Background: an optimization exercise with open tools, aiming at small area, a short achievable clock period and few clock cycles per item. Do not read the settings as production practice. Where RTL was checked, it was by simulation tests only, not by an equivalence proof against the original.

run F:
## booth_multiplier
module booth_multiplier #(
    parameter int N = 64
)(
    input  logic                    clk,
    input  logic                    rst,
    input  logic                    start,
    input  logic signed [N-1:0]     multiplicand,
    input  logic signed [N-1:0]     multiplier,
    output logic signed [(2*N)-1:0] product,
    output logic                    done
);
Size in the first run: ~2500 cells after synthesis, ~310 flip-flops, roughly 260 I/O pins, roughly 25000 um2 of cells after synthesis.
export LEC_CHECK = 0
export CAP_MARGIN = 20
export CORE_MARGIN = 2
export CORE_UTILIZATION = 60
export SETUP_SLACK_MARGIN = 3.0
export SLEW_MARGIN = 20
export SYNTH_HIERARCHICAL = 1
export SYNTH_MINIMUM_KEEP_SIZE = 0
export BUFFER_PORTS_ARGS = -buffer_cell sky130_fd_sc_hd__buf_2
create_clock -name core_clock -period 6.0 [get_ports {clk}]
standard.sh (not shown) runs the stock make flow with config.mk's settings and CLKGATE_MAP_FILE= SYNTH_SCRIPT=/design/flow/synth_recipe.tcl, a recipe that flattens the netlist after the stock synthesis.
==> flow/flow/run.sh <==
#!/bin/bash
# Own layout flow: the standard flow, with the port buffers made from
# sky130_fd_sc_hd__buf_2 cells instead of the default cell.
set -e
cp standard.sh standard_sh.txt
echo "export BUFFER_PORTS_ARGS = -buffer_cell sky130_fd_sc_hd__buf_2" >> config.mk
bash standard.sh > standard.log 2>&1
Testbench counts of run F, summed over its fixed seeds: cycles 2,880, items 288.
Relative to run F, the following input files were edited for run G:
--- a/flow/design.v
+++ b/flow/design.v
@@ -24,20 +24,25 @@
     assign cout = lsum[8];
     function automatic logic [2:0] recode(input logic [2:0] b);
         recode[2] = b[1] ^ b[0];
         recode[1] = (b[2] & ~b[1] & ~b[0]) | (~b[2] & b[1] & b[0]);
         recode[0] = b[2];
     endfunction
-    logic [8:0] nb;       
-    logic [3:0] one_n, two_n, ng_n;
+    logic [8:0] nbi, nbq;
+    logic [3:0] one_i, two_i, ng_i, one_q, two_q, ng_q, one_n, two_n, ng_n;
+    assign nbi = {multiplier[7:0], 1'b0};
+    assign nbq = Q[15:7];
     always_comb begin
-        if (start) nb = {multiplier[7:0], 1'b0};
-        else       nb = Q[15:7];
-        for (int j = 0; j < 4; j++)
-            {one_n[j], two_n[j], ng_n[j]} = recode(nb[2*j +: 3]);
+        for (int j = 0; j < 4; j++) begin
+            {one_i[j], two_i[j], ng_i[j]} = recode(nbi[2*j +: 3]);
+            {one_q[j], two_q[j], ng_q[j]} = recode(nbq[2*j +: 3]);
+        end
     end
+    assign one_n = start ? one_i : one_q;
+    assign two_n = start ? two_i : two_q;
+    assign ng_n  = start ? ng_i  : ng_q;
     logic [65:0] pp0;
     logic [65:0] pp1;
     logic [65:0] pp2;
     logic [65:0] pp3;
     always_comb begin
         pp0[0] = ng[0] ^ (one[0] & M[0]);
### Flow results
Run G completed end to end with timing, DRC and antenna clean. Non-clock inverter total of the final layout on run G is down relative to run F. Area growth from synthesis to layout was lower in run G than in run F. Core utilization: run G lower than run F. Going from run F to run G, fraction of area in multi-input gates shows an increase of 0.57 points; die outline width shows an increase of 1.3 um.
No functional check of the RTL was part of run G.


booth_multiplier again, from the RTL that the note above started with.
==> flow/design.v (excerpt) <==
module booth_multiplier #(
    parameter int N = 64
)(
    input  logic                    clk,
    input  logic                    rst,
    input  logic                    start,
    input  logic signed [N-1:0]     multiplicand,
    input  logic signed [N-1:0]     multiplier,
    output logic signed [(2*N)-1:0] product,
    output logic                    done
);
export LEC_CHECK = 0
export CAP_MARGIN = 20
export CORE_MARGIN = 2
export CORE_UTILIZATION = 60
export SETUP_SLACK_MARGIN = 3.0
export SLEW_MARGIN = 20
export SYNTH_HIERARCHICAL = 1
export SYNTH_MINIMUM_KEEP_SIZE = 0
export BUFFER_PORTS_ARGS = -buffer_cell sky130_fd_sc_hd__buf_1
create_clock -name core_clock -period 6.0 [get_ports {clk}]
==> flow/flow/run.sh <==
#!/bin/bash
# Own layout flow: the standard flow, with the port buffers made from
# sky130_fd_sc_hd__buf_1 cells instead of the default cell.
set -e
cp standard.sh standard_sh.txt
echo "export BUFFER_PORTS_ARGS = -buffer_cell sky130_fd_sc_hd__buf_1" >> config.mk
bash standard.sh > standard.log 2>&1
Testbench counts at the start, summed over its fixed seeds: cycles 2,880, items 288.
Next try:
--- a/flow/design.v
+++ b/flow/design.v
@@ -10,17 +10,16 @@
     output logic                    done
 );
     logic [63:0]   M;           
     logic [63:0]   Q;           
     logic [65:0]   S, C;        
     logic [7:0]    SL, CL;      
     logic [3:0]    one, two, ng;    
     logic [3:0]    oneb, twob, ngb;    
-    logic          first;       
     logic [2:0]    cnt;
     logic          busy, fin;
     logic [8:0]    lsum;
     logic          cout;
     assign lsum = {1'b0, SL} + {1'b0, CL};
     assign cout = lsum[8];
     function automatic logic [2:0] recode(input logic [2:0] b);
         recode[2] = b[1] ^ b[0];
@@ -57,17 +56,17 @@
         pp2[65] = ~pp2[64];
         pp3[0] = ng[3] ^ (one[3] & M[0]);
         for (int i = 1; i < 33; i++) pp3[i] = ng[3] ^ ((one[3] & M[i]) | (two[3] & M[i-1]));
         for (int i = 33; i < 64; i++) pp3[i] = ngb[3] ^ ((oneb[3] & M[i]) | (twob[3] & M[i-1]));
         pp3[64] = ngb[3] ^ ((oneb[3] | twob[3]) & M[63]);
         pp3[65] = ~pp3[64];
     end
     logic [65:0] Sg;    
-    assign Sg = first ? '0 : S;
+    assign Sg = S;
     logic hs0, hc0, fs1, fc1, fs2, fc2, hs3, hc3;
     logic fs4, fc4, fs5, fc5, fs6, fc6, fs7, fc7;
     logic fs8, fc8, fs9, fc9, fs10, fc10, fs11, fc11;
     logic fs12, fc12, fs13, fc13, fs14, fc14, fs15, fc15;
     logic fs16, fc16, fs17, fc17, fs18, fc18, fs19, fc19;
     logic fs20, fc20, fs21, fc21, fs22, fc22, fs23, fc23;
     logic fs24, fc24, fs25, fc25, fs26, fc26, fs27, fc27;
     logic fs28, fc28, fs29, fc29, fs30, fc30, fs31, fc31;
@@ -562,17 +561,17 @@
             Q   <= {cpa[7:0], Q[63:8]};
         end
         if (busy) begin
             S   <= S_t;
             C   <= C_t;
             SL  <= SL_t;
             CL  <= CL_t;
         end else begin
-            S   <= {2'd0, cpa[71:8]};
+            S   <= start ? '0 : {2'd0, cpa[71:8]};
             C   <= start ? C_INIT : '0;
             SL  <= '0;
             CL  <= '0;
         end
         if (start || busy) begin
             one <= one_n;
             two <= two_n;
             ng  <= ng_n;
@@ -581,19 +580,17 @@
         twob <= two_n;
         ngb  <= ng_n;
     end
     always_ff @(posedge clk or posedge rst) begin
         if (rst) begin
             busy  <= 1'b0;
             fin   <= 1'b0;
             done  <= 1'b0;
-            first <= 1'b0;
         end else begin
-            first <= start;
             if (start) begin
                 busy <= 1'b1;
                 fin  <= 1'b0;
                 done <= 1'b0;
             end else begin
                 if (busy && cnt == 7) begin
                     busy <= 1'b0;
                     fin  <= 1'b1;
The new run completed without violations.
Design area barely changes.
Setup slack loses 0.42 ns.
Area after synthesis drops by 2.0%.
Hold slack gains 0.020 ns.
Non-clock buffer count climbs by 30.
Fmax drops by about 13%.
Count of clock-buffer cells in the layout drops by 1.
Synthesized cell count drops by about 3.3%.
First-iteration DRC count drops by 17%.
Clock skew hardly moves.
Global-route usage drops by 0.40 points.
Only the layout flow was run in the second run of this note; the RTL was not checked for function there.

[afterwards: timing with drivers on the ports]
How much do the figures lean on ideal ports? The routed layouts below were timed once more, with nothing changed but the port constraints. Step 1: set_driving_cell puts a clkbuf_16 on clk and a buf_2 on each other input, an assumption about the parent block. Step 2, shift: input delay + t, output delay - t, t = (earliest + latest rising clock arrival at the registers) / 2. This alone moves slack from input paths to output paths. a / b / c = ideal ports / drivers / drivers and shift; a / b = the first two.
run	shift t [ns]	slack for setup (ns)	worst register clock-pin slew, ns	pins driven straight from the clock port
run F	0.621	2.941 / 2.941 / 2.606	0.07 / 0.07	1
run G	0.611	2.952 / 2.952 / 2.775	0.06 / 0.06	1
the first run of note 2	0.617	3.035 / 3.035 / 2.586	0.06 / 0.06	1
the second run of note 2	0.615	2.610 / 2.610 / 2.435	0.06 / 0.06	1
After both steps setup and hold are still met in every run listed. For the first run of note 2, which loses most, drivers alone change the setup slack by 0.000 ns; drivers and shift together by -0.449 ns.
